Background: an optimization exercise with open tools, aiming at small area, a short achievable clock period and few clock cycles. Do not read the settings as production practice. Only simulation tests tie the RTL to the original design; equivalence was not proved.

==> flow/constraint.sdc <==
create_clock -name core_clock -period 7.5 [get_ports {clk}]
set_input_delay 1.5000 -clock core_clock [delete_from_list [all_inputs] [get_ports {clk}]]
set_output_delay 1.5000 -clock core_clock [all_outputs]
set_load 0.01 [all_outputs]
==> flow/run.sh <==
#!/bin/bash
# synth_recipe.tcl (not shown) runs the flow's synth.tcl, then flattens the netlist and writes it again
# the make line also repeats each setting of config.mk as NAME=value (left out here)
make -C /OpenROAD-flow-scripts/flow DESIGN_CONFIG=/design/flow/config.mk WORK_HOME=/design/flow/orfs CLKGATE_MAP_FILE= SYNTH_SCRIPT=/design/flow/synth_recipe.tcl finish
==> flow/config.mk <==
export PLATFORM = sky130hd
export DESIGN_NAME = tinymoa_dcim
export DESIGN_NICKNAME = tinymoa_dcim
export VERILOG_FILES = /design/flow/design.v
export SDC_FILE = /design/flow/constraint.sdc
export NUM_CORES = 4
export LEC_CHECK = 0
export CAP_MARGIN = 20
export CORE_MARGIN = 2
export CORE_UTILIZATION = 40
export SLEW_MARGIN = 20
==> flow/design.v <==
`default_nettype none
`timescale 1ns / 1ps
module tinymoa_compressor (
    input  [15:0] in,
    output [4:0]  out
);
    assign out = (5'd0 + in[0]) + in[1]  + in[2]  + in[3]
                       + in[4]  + in[5]  + in[6]  + in[7]
                       + in[8]  + in[9]  + in[10] + in[11]
                       + in[12] + in[13] + in[14] + in[15];
endmodule
`default_nettype none
`timescale 1ns / 1ps
module tinymoa_dcim #(
    parameter ARRAY_DIM = 32,  
    parameter ACC_WIDTH = 11   
)(
    input clk,
    input nrst,
    output reg        mmio_ready,
    input             mmio_write,
    input      [31:0] mmio_wdata,
    input             mmio_read,
    output reg [31:0] mmio_rdata,
    input      [5:0]  mmio_addr,
    input      [31:0] mem_rdata,
    output reg [31:0] mem_wdata,
    output reg        mem_write,
    output reg        mem_read,
    output reg [9:0]  mem_addr
);
    reg        cfg_start;
    reg        cfg_reload_weights;
    reg [2:0]  cfg_precision;     
    reg [9:0]  cfg_weight_base;   
    reg [9:0]  cfg_act_base;      
    reg [9:0]  cfg_result_base;   
    reg [5:0]  cfg_array_size;    
    reg [1:0]  status_reg;        
    reg [ARRAY_DIM-1:0] weight_reg [0:ARRAY_DIM-1];
    reg [ACC_WIDTH-1:0] shift_acc  [0:ARRAY_DIM-1];
    reg [ARRAY_DIM-1:0] act_slice;
    reg [15:0] bias_reg;
    wire [4:0] comp_lo_out [0:ARRAY_DIM-1];  
    wire [4:0] comp_hi_out [0:ARRAY_DIM-1];  
    wire [5:0] popcount [0:ARRAY_DIM-1];
    genvar col;
    generate
        for (col = 0; col < ARRAY_DIM; col = col + 1) begin : gen_col
            wire [ARRAY_DIM-1:0] xnor_bits = ~(weight_reg[col] ^ act_slice);
            tinymoa_compressor comp_lo (
                .in  (xnor_bits[15:0]),
                .out (comp_lo_out[col])
            );
            tinymoa_compressor comp_hi (
                .in  (xnor_bits[31:16]),
                .out (comp_hi_out[col])
            );
            assign popcount[col] = {1'b0, comp_lo_out[col]} + {1'b0, comp_hi_out[col]};
        end
    endgenerate
    localparam IDLE         = 3'd0;
    localparam LOAD_WEIGHTS = 3'd1;
    localparam FETCH_ACT    = 3'd2;
    localparam COMPUTE      = 3'd3;
    localparam STORE_RESULT = 3'd4;
    localparam DONE         = 3'd5;
    reg [2:0] state;
    reg [5:0] row_idx;     
    reg [2:0] bit_plane;   
    reg [1:0] fetch_wait;  
    always @(posedge clk or negedge nrst) begin
        if (!nrst) begin
            cfg_start          <= 1'b0;
            cfg_reload_weights <= 1'b1;
            cfg_precision      <= 3'd1;
            cfg_weight_base    <= 10'h180;
            cfg_act_base       <= 10'h1A0;
            cfg_result_base    <= 10'h1B0;
            cfg_array_size     <= ARRAY_DIM[5:0];
            mmio_ready         <= 1'b0;
            mmio_rdata         <= 32'd0;
        end else begin
            mmio_ready <= 1'b0;
            if (mmio_write) begin
                mmio_ready <= 1'b1;
                case (mmio_addr[5:2])
                    4'd0: {cfg_reload_weights, cfg_precision, cfg_start} <= mmio_wdata[4:0];
                    4'd2: cfg_weight_base <= mmio_wdata[9:0];
                    4'd3: cfg_act_base    <= mmio_wdata[9:0];
                    4'd4: cfg_result_base <= mmio_wdata[9:0];
                    4'd5: cfg_array_size  <= mmio_wdata[5:0];
                    default: ;
                endcase
            end
            if (mmio_read) begin
                mmio_ready <= 1'b1;
                case (mmio_addr[5:2])
                    4'd0: mmio_rdata <= {27'd0, cfg_reload_weights, cfg_precision, cfg_start};
                    4'd1: mmio_rdata <= status_reg;
                    4'd2: mmio_rdata <= {22'd0, cfg_weight_base};
                    4'd3: mmio_rdata <= {22'd0, cfg_act_base};
                    4'd4: mmio_rdata <= {22'd0, cfg_result_base};
                    4'd5: mmio_rdata <= {26'd0, cfg_array_size};
                    default: mmio_rdata <= 32'd0;
                endcase
            end
            if (state != IDLE) cfg_start <= 1'b0;
        end
    end
    wire signed [16:0] store_signed =
        {2'b0, shift_acc[row_idx], 1'b0} - {1'b0, bias_reg};
    wire [31:0] store_word =
        {{15{store_signed[16]}}, store_signed};
    integer i;
    always @(posedge clk or negedge nrst) begin
        if (!nrst) begin
            state      <= IDLE;
            status_reg <= 2'b0;
            row_idx    <= 6'b0;
            bit_plane  <= 3'b0;
            bias_reg   <= 16'b0;
            fetch_wait <= 2'b0;
            mem_write   <= 1'b0;
            mem_read   <= 1'b0;
            mem_addr  <= 10'b0;
            mem_wdata <= 32'b0;
            act_slice  <= {ARRAY_DIM{1'b0}};
            for (i = 0; i < ARRAY_DIM; i = i + 1) begin
                weight_reg[i] <= {ARRAY_DIM{1'b0}};
                shift_acc[i]  <= {ACC_WIDTH{1'b0}};
            end
        end else begin
            mem_write <= 1'b0;
            mem_read <= 1'b0;
            case (state)
                IDLE: begin
                    if (cfg_start) begin
                        status_reg <= 2'b01;  
                        for (i = 0; i < ARRAY_DIM; i = i + 1)
                            shift_acc[i] <= {ACC_WIDTH{1'b0}};
                        bias_reg <= cfg_array_size * ((16'd1 << cfg_precision) - 16'd1);
                        bit_plane <= cfg_precision - 3'd1;
                        row_idx   <= 6'd0;
                        state <= cfg_reload_weights ? LOAD_WEIGHTS : FETCH_ACT;
                    end
                end
                LOAD_WEIGHTS: begin
                    if (row_idx > 6'd1) begin
                        for (i = 0; i < ARRAY_DIM; i = i + 1)
                            weight_reg[i][row_idx - 6'd2] <= mem_rdata[i];
                    end
                    if (row_idx < cfg_array_size) begin
                        mem_read  <= 1'b1;
                        mem_addr <= cfg_weight_base + {4'd0, row_idx};
                        row_idx   <= row_idx + 6'd1;
                    end else if (row_idx == cfg_array_size) begin
                        row_idx <= row_idx + 6'd1;
                    end else begin
                        row_idx <= 6'd0;
                        state   <= FETCH_ACT;
                    end
                end
                FETCH_ACT: begin
                    case (fetch_wait)
                        2'd0: begin
                            mem_read   <= 1'b1;
                            mem_addr  <= cfg_act_base + {7'd0, bit_plane};
                            fetch_wait <= 2'd1;
                        end
                        2'd1: begin
                            fetch_wait <= 2'd2;
                        end
                        2'd2: begin
                            fetch_wait <= 2'd0;
                            act_slice  <= mem_rdata[ARRAY_DIM-1:0];
                            state      <= COMPUTE;
                        end
                        default: fetch_wait <= 2'd0;
                    endcase
                end
                COMPUTE: begin
                    for (i = 0; i < ARRAY_DIM; i = i + 1)
                        shift_acc[i] <= (shift_acc[i] << 1) + {{(ACC_WIDTH-6){1'b0}}, popcount[i]};
                    if (bit_plane > 3'd0) begin
                        bit_plane <= bit_plane - 3'd1;
                        state     <= FETCH_ACT;
                    end else begin
                        row_idx <= 6'd0;
                        state   <= STORE_RESULT;
                    end
                end
                STORE_RESULT: begin
                    if (row_idx < cfg_array_size) begin
                        mem_wdata <= store_word;
                        mem_addr  <= cfg_result_base + {4'd0, row_idx};
                        mem_write   <= 1'b1;
                        row_idx    <= row_idx + 6'd1;
                    end else begin
                        state <= DONE;
                    end
                end
                DONE: begin
                    status_reg <= 2'b10;  
                    state      <= IDLE;
                end
                default: state <= IDLE;
            endcase
        end
    end
endmodule
==> results.py <==
metrics = {
    "cts": {
        "holdBufCountCts": 0,
        "cts_max_level": 4,
        "clk_pin_slew_ns": 0.06,
        "cts_root_buf": "clkbuf_16",
        "cts_buffers": 189,
        "cts_setup_buffers": 0,
        "clkSinkCount": 1521,
        "cts_tree": "done",
        "worstSkewPairLatency_ns": 0.89,
        "clockBufferDepth": 4,
        "cts_resized": 0,
    },
    "setup_path": {
        "path_class": "reg2reg",
        "required_ns": 8.28,
        "critPathArrivalTime_ns": 7.95,
        "cp-end-kind": "flop",
        "critPathLaunchType": "flop",
        "cp_max_fo": 13,
    },
    "routing": {
        "vias": 77700,
        "drtAntennaViolNets": 0,
        "dr.pass1.iters": 7,
        "drt_iter0_markers": 8001,
        "wirelength_mm": 377,
        "via_per_inst": 5.78,
        "drc": 0,
        "wl_per_cell_um": 28.0,
    },
    "synth": {
        "avgSynthCellArea_um2": 10.9,
        "dominantRegCellSynth": "dfrtp_1",
        "syn_inst": 9875,
        "yosys-top-cells-area": "dfrtp_1 35%, fa_1 16%, xnor2_1 7.1%",
        "ys_ff_latch": 1521,
        "postSynth.asyncResetShare_pct": 100,
        "yosys.area.top_type_share_pct": 35.1,
        "ys_warn_count": 5,
        "seq_area_frac_synth_pct": 35.4,
        "synth_area_mm2": 0.108,
        "synth_edf_count": 0,
        "ys_types": 87,
        "synth_area_leader_cell": "dfrtp_1",
    },
    "timing": {
        "setup_tns_ns": 0,
        "hold_viol_final": 0,
        "finalWorstSetupSlack_ns": 0.324,
        "worst_pin_slew_ns": 1.16,
        "hold_slack_ns": 0.477,
        "rsz0062_at_grt": "no",
        "setup_violations": 0,
        "fin_crit_sh_pct": 95.7,
        "clock_skew_ns": 0.0662,
        "slew_violations": 0,
        "slew_headroom_pct": 22.8,
        "fin_crit_ns": 7.18,
        "fmax_mhz": 139,
    },
    "die": {
        "coreArea_mm2": 0.268,
        "die_area_mm2": 0.273,
        "io_pins": 151,
        "die_w_um": 523,
        "initial_utilization_pct": 40.2,
        "dieHeight_um": 523,
        "placementRows": 190,
    },
    "global_routing": {
        "antenna_found_initial": 10,
        "grt_first_pass_wirelength_mm": 549,
        "groute.usage.overall_pct": 27.4,
        "grt_overflow": 0,
        "grt_max_degree": 201,
        "grt_pass1_vias": 79300,
    },
    "finish": {
        "area_growth_pct": 10.8,
        "largest_reg_flops": 1024,
        "layout_common_cells": "1474 x dfrtp_1, 1315 x inv_1, 868 x xnor2_1, 848 x fa_1, 643 x a32o_1",
        "drive_gt1_share_pct": 9.59,
        "layout.nets": 11300,
        "final_common_cell": "dfrtp_1",
    },
    "hold_path": {
        "hold_class": "reg2reg",
    },
    "place": {
        "dp_slack_ns": 0.364,
        "numPortBuffers": 104,
        "dpl.hpwl_mm": 263,
        "routabilityCongestion": 0.997,
    },
    "outcome": {
        "outcome": "no timing/DRC/antenna violations",
    },
    "job": {
        "cap_violations": 0,
    },
}
==> layout make-up <==
cell class / count / area, µm²
Tap cell: 3552 / 4440
Fill cell: 24900 / 149000
Multi-Input combinational cell: 6350 / 61900
Sequential cell: 1521 / 38200
Antenna cell: 2 / 5.00
Clock buffer: 266 / 5450
Timing Repair Buffer: 384 / 3630
Clock inverter: 68 / 766
Inverter: 1316 / 4940
==> per-stage QoR <==
step | cells | cell area (µm²) | util (%)
final | 13500 | 119000 | 44.5
after global routing | 13500 | 119000 | 44.5
after CTS | 13500 | 119000 | 44.5
after detailed placement | 13100 | 113000 | 42.2
after global placement | 13100 | 113000 | 42.2
after floorplan | 9907 | 108000 | -
==> worst max-delay path, stage by stage, from the launching register on <==
cell,delay (ns)
dfrtp_2,0.43
buf_4,0.36
buf_4,0.23
xnor2_1,0.13
ha_1,0.25
inv_1,0.07
fa_1,0.42
fa_1,0.54
fa_1,0.44
inv_1,0.16
fa_1,0.45
fa_1,0.44
fa_1,0.60
inv_1,0.08
fa_1,0.43
inv_1,0.06
ha_1,0.16
inv_1,0.06
fa_1,0.46
nor2b_1,0.11
o21ai_0,0.20
a21boi_0,0.46
o2111ai_1,0.20
xor2_1,0.18
o21ai_0,0.15
==> metal layers <==
metal  vias to the layer above  track usage, %  wire length [µm]
li1                      33100               -                 -
met1                     40600            37.9            161000
met2                      3235            41.2            164000
met3                       763            6.02             32500
met4                         8            11.7             18600
met5                         -               0                55
==> cell families after synthesis <==
logic type	count (synthesis)	synth area share, %
other	2	0.00697
muxes	412	4.30
AOI/OAI and AO/OA	2032	14.4
buffers and inverters	2036	7.44
and+or+nand+nor	1038	4.52
adders and majority gates	1418	22.4
DFF	1521	35.4
xor gates and xnor gates	1416	11.5
==> cell usage after synthesis (all sizes together), types with 37 or more instances <==
master	count
xnor2	869
clkbuf	427
o22ai	87
a21oi	194
o21ai	453
nor3	37
a32o	643
nor2	138
a22oi	64
mux2	358
nand2	518
inv	1315
dfrtp	1509
fa	848
buf	293
nand3	61
mux2i	50
and3	94
a22o	144
ha	570
a32oi	68
xor2	547
nor2b	79
a21o	147
==> worst paths after layout <==
path                       cells after the start                        endpoint                     start  slack, ns
max                                           24    shift_acc[18][9]$_DFFE_PN0P_  act_slice[1]$_DFFE_PN0P_       0.32
min                                            2        mem_wdata[9]$_DFFE_PN0P_  mem_wdata[9]$_DFFE_PN0P_       0.48
max reg2reg                                   24    shift_acc[18][9]$_DFFE_PN0P_  act_slice[1]$_DFFE_PN0P_       0.32
min reg2reg                                    2        mem_wdata[9]$_DFFE_PN0P_  mem_wdata[9]$_DFFE_PN0P_       0.48
max in group asynchronous                      3  weight_reg[25][28]$_DFFE_PN0P_                      nrst       5.10
min in group asynchronous                      1  cfg_result_base[6]$_DFFE_PN0P_                      nrst       0.54
Testbench counts, summed over its fixed seeds: cycles 20,856.

==> separate check: timing with driven ports <==
No port has a modelled driver above. Below, the same layout with a new extraction and two added sets of constraints. Step 1 sets driving cells, clkbuf_16 on the clock port and buf_2 on the other inputs (assumed; they add their load-dependent delay and slew). Step 2 moves the port delays by t, midway between the first and last clock arrival at a register: inputs arrive t later, outputs are due t later. That takes back most of the time a late clock gives input paths. Slacks: ideal ports / drivers / drivers and shift; pairs: ideal ports / drivers.
t (ns): 0.960
slack for setup (ns): 0.324 / 0.324 / 0.324
worst hold slack (ns): 0.477 / 0.477 / 0.477
worst register clock-pin slew, ns: 0.07 / 0.07
worst slew at a driven data input, ns: 0.12
After both steps this run still meets setup and hold. The setup slack of this run moves by 0.000 ns with the drivers and by 0.000 ns with both steps.
